Background: an optimization exercise with open tools, aiming at small area. Do not read the settings as production practice. Function was checked by simulation only, so behaviour that the tests miss may differ from the original.

==> job 2984 <==
// tx_dds
module tx_dds (
  input           clk,
  input           dac_dds_format,
  input           dac_data_sync,
  input           dac_valid,
  input   [15:0]  tone_1_scale,
  input   [15:0]  tone_2_scale,
  input   [15:0]  tone_1_init_offset,
  input   [15:0]  tone_2_init_offset,
  input   [15:0]  tone_1_freq_word,
  input   [15:0]  tone_2_freq_word,
  output  [11:0]  dac_dds_data
);
clock: 7.0 ns
lec_check: 0
abc_area: 1
cap_margin: 5
core_margin: 2
core_utilization: 70
gpl_timing_driven: 0
slew_margin: 5
standard.sh (not shown) runs the stock make flow with config.mk's settings and CLKGATE_MAP_FILE= SYNTH_SCRIPT=/design/flow/synth_recipe.tcl, a recipe that flattens the netlist after the stock synthesis.
==> flow/flow/run.sh <==
#!/bin/bash
# Layout with the standard flow (standard.sh), unchanged synthesis, with
# two placement/CTS options set through ORFS's own variables:
#  - port buffers use the smallest buffer (buf_1) instead of clkdlybuf4s50_1;
#  - clock tree with clkbuf_8 and larger sink clusters, without dummy loads.
set -euo pipefail
cd "$(dirname "$0")/.."
bash standard.sh synth > synth.log 2>&1
export BUFFER_PORTS_ARGS="-buffer_cell sky130_fd_sc_hd__buf_1"
export CTS_ARGS="-sink_clustering_enable -repair_clock_nets -dont_use_dummy_load -buf_list sky130_fd_sc_hd__clkbuf_8 -sink_clustering_size 20 -sink_clustering_max_diameter 50"
bash standard.sh > layout.log 2>&1
==> inputs of job 2320, as changes to job 2984 <==
Settings changed: CORE_UTILIZATION 70 to 80, GPL_TIMING_DRIVEN 0 to unset.
==> inputs of job 469, as changes to job 2984 <==
Settings changed: GPL_TIMING_DRIVEN 0 to unset.
==> comparison table <==
	job 469	job 2320	job 2984
Core Rows	90	84	90
Longest individual stage delay on the worst path	460 ps	480 ps	460 ps
Initial drt markers	1826	2998	2053
Data arrival time at the worst-slack endpoint	7220 ps	7390 ps	7320 ps
Number of vias after detailed routing	26800	28200	27000
Global-route wire length before repair	140000 um	155000 um	143000 um
Largest clock skew in the final design	85.8 ps	85.3 ps	98.3 ps
Area of the core region	60000 sq um	52400 sq um	60000 sq um
Buffer share of cell area	2.26%	2.19%	2.69%
Run status	complete, no violations	complete, no violations	complete, no violations
Worst setup path startpoint	phase_1[0]	incr_0[0]	incr_0[0]
Worst setup slack for register-to-register paths	360 ps	220 ps	280 ps
Non-Filler Cell Area, Final	44600 sq um	44300 sq um	44800 sq um
Total GRT Usage	28.1%	36.8%	29.2%
Width of the chip	250 um	234 um	250 um

---

==> yarrow <==
Another version of the RTL of tx_dds (not shown whole).
==> module dds_tone, before the edit <==
module dds_tone (
  input         clk,
  input         zero,
  input  [12:0] phase,
  input  [15:0] scale,
  output [13:0] sine,
  output [15:0] scale_d
);
  reg [12:0] phase_m;
  always @(posedge clk) phase_m <= zero ? 13'd0 : phase;
  wire [13:0] a0_s;
  dds_angle_0 i_angle_0 (.si (phase_m), .so (a0_s));
  reg [13:0] a0;
  always @(posedge clk) a0 <= a0_s;
  wire [13:0] a1_s;
  dds_angle_1 i_angle_1 (.si (a0), .so (a1_s));
  reg [13:0] a1;
  always @(posedge clk) a1 <= a1_s;
  wire [13:0] a2_s;
  dds_angle_2 i_angle_2 (.si (a1), .so (a2_s));
  reg [13:0] a2;
  always @(posedge clk) a2 <= a2_s;
  wire [13:0] a3_s;
  dds_angle_3 i_angle_3 (.si (a2), .so (a3_s));
  reg [13:0] a3;
  always @(posedge clk) a3 <= a3_s;
  wire [13:0] a4_s;
  dds_angle_4 i_angle_4 (.si (a3), .so (a4_s));
  reg [13:0] a4;
  always @(posedge clk) a4 <= a4_s;
  wire [12:0] a5_s;
  dds_angle_5 i_angle_5 (.si (a4), .so (a5_s));
  reg [13*1-1:0] dl;
  always @(posedge clk) dl <= a5_s;
  dds_sine i_sine (.clk (clk), .dv (dl[13*1-1:13*0]), .sine (sine));
  assign scale_d = scale;   
endmodule
==> module tx_dds, before the edit <==
module tx_dds (
  input           clk,
  input           dac_dds_format,
  input           dac_data_sync,
  input           dac_valid,
  input   [15:0]  tone_1_scale,
  input   [15:0]  tone_2_scale,
  input   [15:0]  tone_1_init_offset,
  input   [15:0]  tone_2_init_offset,
  input   [15:0]  tone_1_freq_word,
  input   [15:0]  tone_2_freq_word,
  output  [11:0]  dac_dds_data
);
  reg         sync_m;
  reg         sync_pulse;
  reg  [15:0] incr_0;
  reg  [15:0] incr_1;
  reg  [15:0] phase_0;
  reg  [15:0] phase_1;
  always @(posedge clk) begin
    sync_m <= dac_data_sync;
    sync_pulse <= sync_m & ~dac_data_sync;
    incr_0 <= tone_1_freq_word;
    incr_1 <= tone_2_freq_word;
    if (dac_data_sync) begin
      phase_0 <= 16'd0;
      phase_1 <= 16'd0;
    end else if (sync_pulse) begin
      phase_0 <= tone_1_init_offset;
      phase_1 <= tone_2_init_offset;
    end else if (dac_valid) begin
      phase_0 <= phase_0 + incr_0;
      phase_1 <= phase_1 + incr_1;
    end
  end
  wire zero = dac_data_sync | sync_pulse;
  wire [13:0] sine_0;
  wire [13:0] sine_1;
  wire [15:0] scale_0;
  wire [15:0] scale_1;
  dds_tone i_tone_0 (.clk (clk), .zero (zero), .phase (phase_0[15:3]),
                     .scale (tone_1_scale), .sine (sine_0), .scale_d (scale_0));
  dds_tone i_tone_1 (.clk (clk), .zero (zero), .phase (phase_1[15:3]),
                     .scale (tone_2_scale), .sine (sine_1), .scale_d (scale_1));
  wire [13:0] qa_s;
  wire [13:0] qb_s;
  dds_mul2 i_mul (.a0 (sine_0), .b0 (scale_0), .a1 (sine_1), .b1 (scale_1),
                  .qa (qa_s), .qb (qb_s));
  reg  [13:0] qa;
  reg  [13:0] qb;
  reg  [13:0] sum;
  always @(posedge clk) begin
    qa <= qa_s;
    qb <= qb_s;
  end
  wire [13:0] sum_s;
  dds_rca #(.W(14)) i_sum (.a (qa), .b (qb), .ci (1'b0), .s (sum_s));
  always @(posedge clk) sum <= sum_s;
  wire [11:0] rnd;
  dds_rca #(.W(12)) i_rnd (.a (sum[13:2]), .b (12'd0), .ci (sum[13] & (sum[1] | sum[0])), .s (rnd));
  reg  [12*6-1:0] dly;
  reg  [11:0] fmt;
  reg  [11:0] out;
  always @(posedge clk) begin
    dly <= {dly[12*5-1:0], rnd};
    fmt <= {dly[12*6-1] ^ dac_dds_format, dly[12*6-2:12*5]};
    out <= fmt;
  end
  assign dac_dds_data = out;
endmodule
==> flow/config.mk <==
export PLATFORM = sky130hd
export DESIGN_NAME = tx_dds
export DESIGN_NICKNAME = tx_dds
export VERILOG_FILES = /design/flow/design.v
export SDC_FILE = /design/flow/constraint.sdc
export NUM_CORES = 4
export LEC_CHECK = 0
export ABC_AREA = 1
export CAP_MARGIN = 20
export CORE_MARGIN = 2
export CORE_UTILIZATION = 40
export CTS_BUF_LIST = sky130_fd_sc_hd__clkbuf_8
export CTS_CLUSTER_DIAMETER = 50
export CTS_CLUSTER_SIZE = 20
export SLEW_MARGIN = 20
==> flow/constraint.sdc <==
create_clock -name core_clock -period 7.0 [get_ports {clk}]
set_input_delay 1.4000 -clock core_clock [delete_from_list [all_inputs] [get_ports {clk}]]
set_output_delay 1.4000 -clock core_clock [all_outputs]
set_load 0.01 [all_outputs]
run.sh (not shown) runs the stock make flow with config.mk's settings and CLKGATE_MAP_FILE= SYNTH_SCRIPT=/design/flow/synth_recipe.tcl, a recipe that flattens the netlist after the stock synthesis.
Stock flow here: none of the scripts above is used.
==> ember (differences from yarrow) <==
--- a/flow/design.v
+++ b/flow/design.v
@@ -1127,7 +1127,7 @@
   input  [12:0] phase,
   input  [15:0] scale,
   output [13:0] sine,
-  output [15:0] scale_d
+  output reg [15:0] scale_d
 );
   reg [12:0] phase_m;
   always @(posedge clk) phase_m <= zero ? 13'd0 : phase;
@@ -1153,10 +1153,10 @@
   always @(posedge clk) a4 <= a4_s;
   wire [12:0] a5_s;
   dds_angle_5 i_angle_5 (.si (a4), .so (a5_s));
-  reg [13*1-1:0] dl;
-  always @(posedge clk) dl <= a5_s;
-  dds_sine i_sine (.clk (clk), .dv (dl[13*1-1:13*0]), .sine (sine));
-  assign scale_d = scale;   
+  reg [13*2-1:0] dl;
+  always @(posedge clk) dl <= {dl[13*1-1:0], a5_s};
+  dds_sine i_sine (.clk (clk), .dv (dl[13*2-1:13*1]), .sine (sine));
+  always @(posedge clk) scale_d <= scale;
 endmodule
 `timescale 1ns/100ps
 module dds_rca #(
@@ -1239,12 +1239,12 @@
   always @(posedge clk) sum <= sum_s;
   wire [11:0] rnd;
   dds_rca #(.W(12)) i_rnd (.a (sum[13:2]), .b (12'd0), .ci (sum[13] & (sum[1] | sum[0])), .s (rnd));
-  reg  [12*6-1:0] dly;
+  reg  [12*5-1:0] dly;
   reg  [11:0] fmt;
   reg  [11:0] out;
   always @(posedge clk) begin
-    dly <= {dly[12*5-1:0], rnd};
-    fmt <= {dly[12*6-1] ^ dac_dds_format, dly[12*6-2:12*5]};
+    dly <= {dly[12*4-1:0], rnd};
+    fmt <= {dly[12*5-1] ^ dac_dds_format, dly[12*5-2:12*4]};
     out <= fmt;
   end
   assign dac_dds_data = out;
- CTS_BUF_LIST: sky130_fd_sc_hd__clkbuf_8 -> not set
- CTS_CLUSTER_DIAMETER: 50 -> not set
- CTS_CLUSTER_SIZE: 20 -> not set
==> quartz (differences from yarrow) <==
- CTS_BUF_LIST: sky130_fd_sc_hd__clkbuf_8 -> sky130_fd_sc_hd__clkbuf_4
- CTS_CLUSTER_DIAMETER: 50 -> not set
- CTS_CLUSTER_SIZE: 20 -> not set
==> comparison <==
Between yarrow and ember, the lower flip-flop and latch count is in yarrow (gap 46). Against ember, the critical path depth of quartz is lower by 2. Clock skew: ember < yarrow < quartz. Die area is the same in yarrow and quartz. Between ember and yarrow, the lower cell count is in yarrow (gap about 1.1%, measured against yarrow). Wire length: yarrow is smaller than ember (0.46%). The lowest via count belongs to yarrow, the highest to quartz. Of ember and yarrow, yarrow has the higher fmax (gap 0.91%, measured against yarrow).
==> figures <==
quantity                                                                    yarrow           ember           quartz
Aggregate global-route resource usage                                        15.7%           15.2%            16.0%
Maximum number of pins on one net before global-route repair                    52              48               52
Result of the run                                 no timing/DRC/antenna violations  no timing/DRC/antenna violations  no timing/DRC/antenna violations
Number of synthesized register bits                                            824             870              824
Fill cell total of the finished layout                                       10500           10500            10500
Die footprint                                                           113000 um2      116000 um2       113000 um2
Total length of routed met2 wires                                         43200 um        42900 um         43900 um
Complex-gate fraction of the synthesized area                                8.72%           8.46%            8.72%
Post-route minimum period                                                  6.49 ns         6.55 ns          6.54 ns
Critical register-to-register path endpoint                         i_tone_1.a1[8]  i_tone_0.a1[8]   i_tone_0.a1[8]
Sequential fraction of total cell area                                       33.7%           34.2%            33.3%
Met2 demand-to-capacity share in global routing                              28.2%           27.0%            28.6%
FF/Latch Area                                                            16500 um2       17400 um2        16500 um2
Setup slack after layout                                                  0.505 ns        0.446 ns         0.457 ns
Setup Skew                                                               0.0541 ns       0.0443 ns        0.0964 ns
Number of multi-input combinational cells in the layout                       2564            2553             2564
Net count after synthesis                                                     5136            5182             5136
Number of antenna violations at the first check in global routing                2               0                3
Hold Crit Start                                                    i_tone_0.a3[12]  i_tone_0.a3[8]  i_tone_0.a2[13]
Non-clock buffer contribution to total cell area                             3.44%           2.93%            3.39%

-- afterwards: timing with drivers on the ports --
The results above use ideal ports. As a check the final layouts listed here were re-extracted and re-timed, cells and wires unchanged. Step 1 assumes that a clkbuf_16 drives the clock port and a buf_2 every other input. Step 2 adds t to the input delays and takes it off the output delays; t is the mean of the earliest and latest rising clock arrival at the registers after step 1. Input paths then give back, and output paths get back, about the clock's delay inside the block. a / b / c = ideal ports / drivers / drivers and shift; a / b = the first two.
| run | t, ns | slack for setup (ns) | worst setup path at the end | latest minus earliest clock arrival (ns) | worst data-port slew with drivers (ns) |
|---|---|---|---|---|---|
| job 2984 | 0.694 | 0.284 / 0.284 / 0.129 | input to register | 0.111 / 0.112 | 0.11 |
| job 2320 | 0.710 | 0.222 / 0.222 / 0.176 | input to register | 0.094 / 0.094 | 0.12 |
| job 469 | 0.698 | 0.361 / 0.361 / 0.361 | register to register | 0.095 / 0.095 | 0.11 |
| yarrow | 0.768 | 0.505 / 0.505 / 0.366 | input to register | 0.065 / 0.065 | 0.16 |
| ember | 0.710 | 0.446 / 0.446 / 0.446 | register to register | 0.050 / 0.051 | 0.09 |
| quartz | 1.056 | 0.457 / 0.457 / 0.271 | input to register | 0.101 / 0.101 | 0.18 |
After both steps every run listed still meets setup and hold. For quartz, which loses most, drivers alone change the setup slack by 0.000 ns; drivers and shift together by -0.186 ns.
